Source: an optimization exercise on an open RTL-to-GDS flow (aim: small area, a short achievable clock period and few clock cycles). Production flows keep margins and buffers that such runs may drop. RTL that was checked went through simulation tests only; none was proved equivalent to the original.

Setup of v4:
==> module sqrt_u32, before the edit <==
module sqrt_u32(
        input             clk,
        input             rst_n,
        input             vld_in,
        input      [31:0] x,
        output reg        vld_out,
        output     [15:0] y
    );
    localparam K  = 1;                      
    localparam F  = 1;                      
    localparam G  = 1;                      
    localparam L  = (16 - F - G) / K;       
    localparam XW = 32 - 2 * F;             
    localparam CW = (L > 1) ? $clog2(L) : 1;
    reg          busy;
    reg [CW-1:0] cnt;                       
    reg [16:0]   r;                         
    reg [15:0]   q;                         
    reg [XW-1:0] xs;                        
    function [32:0] step(input [32:0] rq, input [1:0] xx);
        reg [18:0] c;
        reg [18:0] d;
        begin
            c = {rq[32:16], xx};
            if (!rq[32])
                d = c - {2'b00, rq[14:0], 2'b01};
            else
                d = c + {2'b00, rq[14:0], 2'b11};
            step = {d[16:0], rq[14:0], ~d[18]};
        end
    endfunction
    reg [32:0] ld;                          
    reg [32:0] it;                          
    reg [32:0] ot;                          
    integer k;
    always @* begin
        ld = 33'd0;
        for (k = 0; k < F; k = k + 1)
            ld = step(ld, x[31-2*k -: 2]);
        it = {r, q};
        for (k = 0; k < K; k = k + 1)
            it = step(it, xs[XW-1-2*k -: 2]);
        ot = {r, q};
        for (k = 0; k < G; k = k + 1)
            ot = step(ot, xs[XW-1-2*k -: 2]);
    end
    assign y = ot[15:0];
    always @(posedge clk or negedge rst_n) begin
        if (!rst_n) begin
            busy    <= 1'b0;
            vld_out <= 1'b0;
        end else begin
            vld_out <= busy && cnt == 0;
            if (!busy)
                busy <= vld_in;
            else if (cnt == 0)
                busy <= 1'b0;
        end
    end
    always @(posedge clk) begin
        if (!busy) begin
            {r, q} <= ld;
            xs     <= x[XW-1:0];
            cnt    <= L - 1;
        end else begin
            {r, q} <= it;
            xs     <= xs << (2 * K);
            cnt    <= cnt - 1'b1;
        end
    end
endmodule
==> flow/config.mk <==
export PLATFORM = sky130hd
export DESIGN_NAME = sqrt_u32
export DESIGN_NICKNAME = sqrt_u32
export VERILOG_FILES = /design/flow/design.v
export SDC_FILE = /design/flow/constraint.sdc
export NUM_CORES = 4
export LEC_CHECK = 0
export CAP_MARGIN = 20
export CORE_MARGIN = 2
export CORE_UTILIZATION = 40
export SLEW_MARGIN = 20
==> flow/constraint.sdc <==
create_clock -name core_clock -period 10.0 [get_ports {clk}]
set_input_delay 2.0000 -clock core_clock [delete_from_list [all_inputs] [get_ports {clk}]]
set_output_delay 2.0000 -clock core_clock [all_outputs]
set_load 0.01 [all_outputs]
run.sh (not shown) runs the stock make flow with config.mk's settings and CLKGATE_MAP_FILE= SYNTH_SCRIPT=/design/flow/synth_recipe.tcl, a recipe that flattens the netlist after the stock synthesis.
The following lists how v1 was set up differently from v4:
diff --git a/flow/design.v b/flow/design.v
--- a/flow/design.v
+++ b/flow/design.v
@@ -5,15 +5,15 @@
         input      [31:0] x,
         output reg        vld_out,
         output     [15:0] y
     );
     localparam K  = 1;                      
-    localparam F  = 1;                      
-    localparam G  = 1;                      
+    localparam F  = 2;                      
+    localparam G  = 0;                      
     localparam L  = (16 - F - G) / K;       
     localparam XW = 32 - 2 * F;             
-    localparam CW = (L > 1) ? $clog2(L) : 1;
+    localparam CW = (L > 8) ? 4 : (L > 4) ? 3 : (L > 2) ? 2 : 1;
     reg          busy;
     reg [CW-1:0] cnt;                       
     reg [16:0]   r;                         
     reg [15:0]   q;                         
     reg [XW-1:0] xs;                        
==> comparison <==
Compared with v4, in v1 first-pass GRT wire length higher.
v1 has synthesized flop and latch total below what v4 had.
Compared v1 vs v4, and non-clock buffer count is up in v1.
Taking v1 as 1.0, v4 lands at 0.922 on sum of net half-perimeters after detailed placement.
Re number of core rows: v4 was lower than v1.
Re per-cell via count in the routed design: v4 and v1 aren't equal, and the lower value belongs to v4.
Max cell area after synthesis across v4 and v1: v1
Testbench counts of v1, summed over its fixed seeds: cycles 36,008.
For v4, only the layout was checked, not whether the RTL still works.


sqrt_u32, a different RTL version from the one above (not shown whole).
For scale: ~69 flip-flops, ~52 I/O pins, about 0.0060 mm2 of cells after synthesis.
==> module sqrt_u32, before the edit <==
module sqrt_u32(
        input             clk,
        input             rst_n,
        input             vld_in,
        input      [31:0] x,
        output reg        vld_out,
        output     [15:0] y
    );
    localparam K  = 4;                      
    localparam F  = 0;                      
    localparam G  = 0;                      
    localparam L  = (16 - F - G) / K;       
    localparam XW = 32 - 2 * F;             
    localparam CW = (L > 8) ? 4 : (L > 4) ? 3 : (L > 2) ? 2 : 1;
    reg          busy;
    reg [CW-1:0] cnt;                       
    reg [16:0]   r;                         
    reg [15:0]   q;                         
    reg [XW-1:0] xs;                        
    function [32:0] step(input [32:0] rq, input [1:0] xx);
        reg [18:0] c;
        reg [18:0] d;
        begin
            c = {rq[32:16], xx};
            if (!rq[32])
                d = c - {2'b00, rq[14:0], 2'b01};
            else
                d = c + {2'b00, rq[14:0], 2'b11};
            step = {d[16:0], rq[14:0], ~d[18]};
        end
    endfunction
    reg [32:0] ld;                          
    reg [32:0] it;                          
    reg [32:0] ot;                          
    integer k;
    always @* begin
        ld = 33'd0;
        for (k = 0; k < F; k = k + 1)
            ld = step(ld, x[31-2*k -: 2]);
        it = {r, q};
        for (k = 0; k < K; k = k + 1)
            it = step(it, xs[XW-1-2*k -: 2]);
        ot = {r, q};
        for (k = 0; k < G; k = k + 1)
            ot = step(ot, xs[XW-1-2*k -: 2]);
    end
    assign y = ot[15:0];
    always @(posedge clk or negedge rst_n) begin
        if (!rst_n) begin
            busy    <= 1'b0;
            vld_out <= 1'b0;
        end else begin
            vld_out <= busy && cnt == 0;
            if (!busy)
                busy <= vld_in;
            else if (cnt == 0)
                busy <= 1'b0;
        end
    end
    always @(posedge clk) begin
        if (!busy) begin
            {r, q} <= ld;
            xs     <= x[XW-1:0];
            cnt    <= L - 1;
        end else begin
            {r, q} <= it;
            xs     <= xs << (2 * K);
            cnt    <= cnt - 1'b1;
        end
    end
endmodule
Settings: LEC_CHECK=0, CAP_MARGIN=20, CORE_MARGIN=2, CORE_UTILIZATION=40, SETUP_SLACK_MARGIN=5, SLEW_MARGIN=20; clock period 10.0 ns.
Edit:
--- a/flow/design.v
+++ b/flow/design.v
@@ -6,9 +6,9 @@
         output reg        vld_out,
         output     [15:0] y
     );
     localparam K  = 4;                      
-    localparam F  = 0;                      
+    localparam F  = 4;                      
     localparam G  = 0;                      
     localparam L  = (16 - F - G) / K;       
     localparam XW = 32 - 2 * F;             
     localparam CW = (L > 8) ? 4 : (L > 4) ? 3 : (L > 2) ? 2 : 1;
Result: Worst hold slack improves by 0.034 ns. Register-to-register slack got worse by 0.53 ns. Final area goes up by roughly a tenth. Die area goes up by a little under a tenth. Final cell count went up by about a fifth. Clock skew stays flat. First-iteration DRC count climbs by well over a third. Core utilization barely changes. Routed wire length rose by about a fifth. Global-route usage rose by 2.1 points. Area after synthesis rises by a little under a tenth. Via count is higher by a quarter to a third. Critical path depth goes up by 1.
Function was not checked in any run of this note: the RTL went through the layout flow alone.


sqrt_u32, a different RTL version from the one above (not shown whole).
Size: about 300 cells after synthesis, ~55 flip-flops, about 52 I/O pins.
==> module sqrt_u32, before the edit <==
module sqrt_u32(
        input             clk,
        input             rst_n,
        input             vld_in,
        input      [31:0] x,
        output reg        vld_out,
        output     [15:0] y
    );
    reg          busy;
    reg [6:0]    jc;                        
    reg [16:0]   r;                         
    reg [12:0]   xh;                        
    reg [15:0]   z;                         
    assign y = z;
    function [32:0] step(input [32:0] rq, input [1:0] xx);
        reg [16:0] b;
        reg [16:0] d;
        reg        s;
        begin
            s = rq[32];
            b = {2'b00, rq[14:0]} ^ {17{~s}};
            d = rq[32:16] + b + {16'd0, xx[1] | xx[0]};
            step = {d[14:0], xx[1] ~^ xx[0], ~xx[0], rq[14:0], ~d[16]};
        end
    endfunction
    function [19:0] first(input [5:0] top);
        begin
            case (top)
            6'd0: first = {17'h1ffff, 3'd0};
            6'd1: first = {17'h00000, 3'd1};
            6'd2: first = {17'h00001, 3'd1};
            6'd3: first = {17'h00002, 3'd1};
            6'd4: first = {17'h1fffb, 3'd2};
            6'd5: first = {17'h1fffc, 3'd2};
            6'd6: first = {17'h1fffd, 3'd2};
            6'd7: first = {17'h1fffe, 3'd2};
            6'd8: first = {17'h1ffff, 3'd2};
            6'd9: first = {17'h00000, 3'd3};
            6'd10: first = {17'h00001, 3'd3};
            6'd11: first = {17'h00002, 3'd3};
            6'd12: first = {17'h00003, 3'd3};
            6'd13: first = {17'h00004, 3'd3};
            6'd14: first = {17'h00005, 3'd3};
            6'd15: first = {17'h00006, 3'd3};
            6'd16: first = {17'h1fff7, 3'd4};
            6'd17: first = {17'h1fff8, 3'd4};
            6'd18: first = {17'h1fff9, 3'd4};
            6'd19: first = {17'h1fffa, 3'd4};
            6'd20: first = {17'h1fffb, 3'd4};
            6'd21: first = {17'h1fffc, 3'd4};
            6'd22: first = {17'h1fffd, 3'd4};
            6'd23: first = {17'h1fffe, 3'd4};
            6'd24: first = {17'h1ffff, 3'd4};
            6'd25: first = {17'h00000, 3'd5};
            6'd26: first = {17'h00001, 3'd5};
            6'd27: first = {17'h00002, 3'd5};
            6'd28: first = {17'h00003, 3'd5};
            6'd29: first = {17'h00004, 3'd5};
            6'd30: first = {17'h00005, 3'd5};
            6'd31: first = {17'h00006, 3'd5};
            6'd32: first = {17'h00007, 3'd5};
            6'd33: first = {17'h00008, 3'd5};
            6'd34: first = {17'h00009, 3'd5};
            6'd35: first = {17'h0000a, 3'd5};
            6'd36: first = {17'h1fff3, 3'd6};
            6'd37: first = {17'h1fff4, 3'd6};
            6'd38: first = {17'h1fff5, 3'd6};
            6'd39: first = {17'h1fff6, 3'd6};
            6'd40: first = {17'h1fff7, 3'd6};
            6'd41: first = {17'h1fff8, 3'd6};
            6'd42: first = {17'h1fff9, 3'd6};
            6'd43: first = {17'h1fffa, 3'd6};
            6'd44: first = {17'h1fffb, 3'd6};
            6'd45: first = {17'h1fffc, 3'd6};
            6'd46: first = {17'h1fffd, 3'd6};
            6'd47: first = {17'h1fffe, 3'd6};
            6'd48: first = {17'h1ffff, 3'd6};
            6'd49: first = {17'h00000, 3'd7};
            6'd50: first = {17'h00001, 3'd7};
            6'd51: first = {17'h00002, 3'd7};
            6'd52: first = {17'h00003, 3'd7};
            6'd53: first = {17'h00004, 3'd7};
            6'd54: first = {17'h00005, 3'd7};
            6'd55: first = {17'h00006, 3'd7};
            6'd56: first = {17'h00007, 3'd7};
            6'd57: first = {17'h00008, 3'd7};
            6'd58: first = {17'h00009, 3'd7};
            6'd59: first = {17'h0000a, 3'd7};
            6'd60: first = {17'h0000b, 3'd7};
            6'd61: first = {17'h0000c, 3'd7};
            6'd62: first = {17'h0000d, 3'd7};
            6'd63: first = {17'h0000e, 3'd7};
            default: first = 20'd0;
            endcase
        end
    endfunction
    wire [14:0] valid = {(jc[6] & ~jc[4]),
                     (jc[6] & ~jc[3]),
                     (jc[6] & ~jc[2]),
                     (jc[6] & ~jc[1]),
                     (jc[6] & ~jc[0]),
                     jc[6],
                     (jc[5] | jc[6]),
                     (jc[4] | jc[6]),
                     (jc[3] | jc[6]),
                     (jc[2] | jc[6]),
                     (jc[1] | jc[6]),
                     (jc[0] | jc[6]),
                     1'b1,
                     1'b1,
                     1'b1};
    wire        last = (jc[6] & ~jc[4]);
    wire [19:0] ld = first(x[31:26]);
    reg [32:0] it;                          
    integer k;
    always @* begin
        it = {r, 1'b0, z[14:0] & valid};
        for (k = 0; k < 1; k = k + 1)
            it = step(it, {xh[12-k], z[15-k]});
    end
    always @(posedge clk or negedge rst_n) begin
        if (!rst_n) begin
            busy    <= 1'b0;
            vld_out <= 1'b0;
        end else begin
            vld_out <= busy && last;
            if (!busy)
                busy <= vld_in;
            else if (last)
                busy <= 1'b0;
        end
    end
    always @(posedge clk) begin
        if (!busy) begin
            r  <= ld[19:3];
            xh <= {x[25], x[23], x[21], x[19], x[17], x[15], x[13], x[11], x[9], x[7], x[5], x[3], x[1]};
            z  <= {x[24], x[22], x[20], x[18], x[16], x[14], x[12], x[10], x[8], x[6], x[4], x[2], x[0], ld[2:0]};
            jc <= 7'd0;
        end else begin
            r  <= it[32:16];
            xh <= xh << 1;
            z  <= {z[14:0], it[0:0]};
            jc <= {jc[5:0], ~jc[6]};
        end
    end
endmodule
==> flow/config.mk <==
export PLATFORM = sky130hd
export DESIGN_NAME = sqrt_u32
export DESIGN_NICKNAME = sqrt_u32
export VERILOG_FILES = /design/flow/design.v
export SDC_FILE = /design/flow/constraint.sdc
export NUM_CORES = 4
export LEC_CHECK = 0
export CAP_MARGIN = 20
export CORE_MARGIN = 2
export CORE_UTILIZATION = 55
export SLEW_MARGIN = 20
==> flow/constraint.sdc <==
create_clock -name core_clock -period 10.0 [get_ports {clk}]
set_input_delay 2.0000 -clock core_clock [delete_from_list [all_inputs] [get_ports {clk}]]
set_output_delay 2.0000 -clock core_clock [all_outputs]
set_load 0.01 [all_outputs]
standard.sh (not shown) runs the stock make flow with config.mk's settings and CLKGATE_MAP_FILE= SYNTH_SCRIPT=/design/flow/synth_recipe.tcl, a recipe that flattens the netlist after the stock synthesis.
==> flow/flow/run.sh <==
#!/bin/bash
set -euo pipefail
MARGIN=$(cat flow/margin.txt)
bash standard.sh \
  "SETUP_SLACK_MARGIN=$MARGIN" \
  "BUFFER_PORTS_ARGS=-buffer_cell sky130_fd_sc_hd__buf_1" \
  finish > standard.log 2>&1
==> flow/flow/margin.txt <==
7.1
The first run completed with no timing, DRC or antenna violations.
Testbench counts at the start, summed over its fixed seeds: cycles 33,608.
Edit:
--- a/flow/design.v
+++ b/flow/design.v
@@ -5,11 +5,11 @@
         input      [31:0] x,
         output reg        vld_out,
         output     [15:0] y
     );
     reg          busy;
-    reg [6:0]    jc;                        
+    reg [3:0]    c;                         
     reg [16:0]   r;                         
     reg [12:0]   xh;                        
     reg [15:0]   z;                         
     assign y = z;
     function [32:0] step(input [32:0] rq, input [1:0] xx);
@@ -92,26 +92,25 @@
             6'd63: first = {17'h0000e, 3'd7};
             default: first = 20'd0;
             endcase
         end
     endfunction
-    wire [14:0] valid = {(jc[6] & ~jc[4]),
-                     (jc[6] & ~jc[3]),
-                     (jc[6] & ~jc[2]),
-                     (jc[6] & ~jc[1]),
-                     (jc[6] & ~jc[0]),
-                     jc[6],
-                     (jc[5] | jc[6]),
-                     (jc[4] | jc[6]),
-                     (jc[3] | jc[6]),
-                     (jc[2] | jc[6]),
-                     (jc[1] | jc[6]),
-                     (jc[0] | jc[6]),
+    wire [14:0] valid = {(c[3] & c[2]),
+                     (c[3] & (c[2] | (c[1] & c[0]))),
+                     (c[3] & (c[2] | c[1])),
+                     (c[3] & (c[2] | (c[1] | c[0]))),
+                     c[3],
+                     (c[3] | (c[2] & (c[1] & c[0]))),
+                     (c[3] | (c[2] & c[1])),
+                     (c[3] | (c[2] & (c[1] | c[0]))),
+                     (c[3] | c[2]),
+                     (c[3] | (c[2] | (c[1] & c[0]))),
+                     (c[3] | (c[2] | c[1])),
+                     (c[3] | (c[2] | (c[1] | c[0]))),
                      1'b1,
                      1'b1,
                      1'b1};
-    wire        last = (jc[6] & ~jc[4]);
     wire [19:0] ld = first(x[31:26]);
     reg [32:0] it;                          
     integer k;
     always @* begin
         it = {r, 1'b0, z[14:0] & valid};
@@ -121,26 +120,26 @@
     always @(posedge clk or negedge rst_n) begin
         if (!rst_n) begin
             busy    <= 1'b0;
             vld_out <= 1'b0;
         end else begin
-            vld_out <= busy && last;
+            vld_out <= busy && c == 4'd12;
             if (!busy)
                 busy <= vld_in;
-            else if (last)
+            else if (c == 4'd12)
                 busy <= 1'b0;
         end
     end
     always @(posedge clk) begin
         if (!busy) begin
             r  <= ld[19:3];
             xh <= {x[25], x[23], x[21], x[19], x[17], x[15], x[13], x[11], x[9], x[7], x[5], x[3], x[1]};
             z  <= {x[24], x[22], x[20], x[18], x[16], x[14], x[12], x[10], x[8], x[6], x[4], x[2], x[0], ld[2:0]};
-            jc <= 7'd0;
+            c  <= 4'd0;
         end else begin
             r  <= it[32:16];
             xh <= xh << 1;
             z  <= {z[14:0], it[0:0]};
-            jc <= {jc[5:0], ~jc[6]};
+            c  <= c + 4'd1;
         end
     end
 endmodule
After rerunning: Final cell count increases by 0.97%; non-clock buffer count rises by 2; setup slack got worse by 0.021 ns; count of clock-buffer cells in the layout is unchanged; routed wire length is higher by 2.2%; global-route usage went up by 1.4 points; worst hold slack loses 0.029 ns; sequential share of layout area went down by 0.98 points.
Testbench counts after the change, summed over its fixed seeds: cycles 33,608.

## port drivers added, routing unchanged
No port has a modelled driver above. Below, the same layouts with a new extraction and two added sets of constraints.
Step 1, drivers: a clkbuf_16 drives clk and a buf_2 each remaining input, both assumed.
Step 2 adds t to the input delays and takes it off the output delays; t is the mean of the earliest and latest rising clock arrival at the registers after step 1. Input paths then give back, and output paths get back, about the clock's delay inside the block.
Three values: ideal, step 1, step 2; two values: the first two.
run | t, ns | setup slack, ns | hold slack, ns | worst register clock-pin slew, ns | pins driven straight from the clock port
v4 | 0.375 | 4.500 / 4.468 / 4.843 | 0.401 / 0.401 / 0.401 | 0.07 / 0.07 | 1
v1 | 0.373 | 6.672 / 6.640 / 6.431 | 0.406 / 0.406 / 0.406 | 0.08 / 0.08 | 1
the first run of note 2 | 0.369 | 2.649 / 2.649 / 2.649 | 0.379 / 0.379 / 0.379 | 0.06 / 0.06 | 1
the second run of note 2 | 0.383 | 2.115 / 2.115 / 2.115 | 0.413 / 0.413 / 0.413 | 0.06 / 0.06 | 1
the first run of note 3 | 0.331 | 7.139 / 7.114 / 6.840 | 0.462 / 0.462 / 0.462 | 0.10 / 0.10 | 1
the second run of note 3 | 0.327 | 7.118 / 7.089 / 6.830 | 0.432 / 0.432 / 0.432 | 0.10 / 0.10 | 1
After both steps every run listed still meets setup and hold. The setup slack of the first run of note 3, which loses most, moves by -0.025 ns with the drivers and by -0.299 ns with both steps.
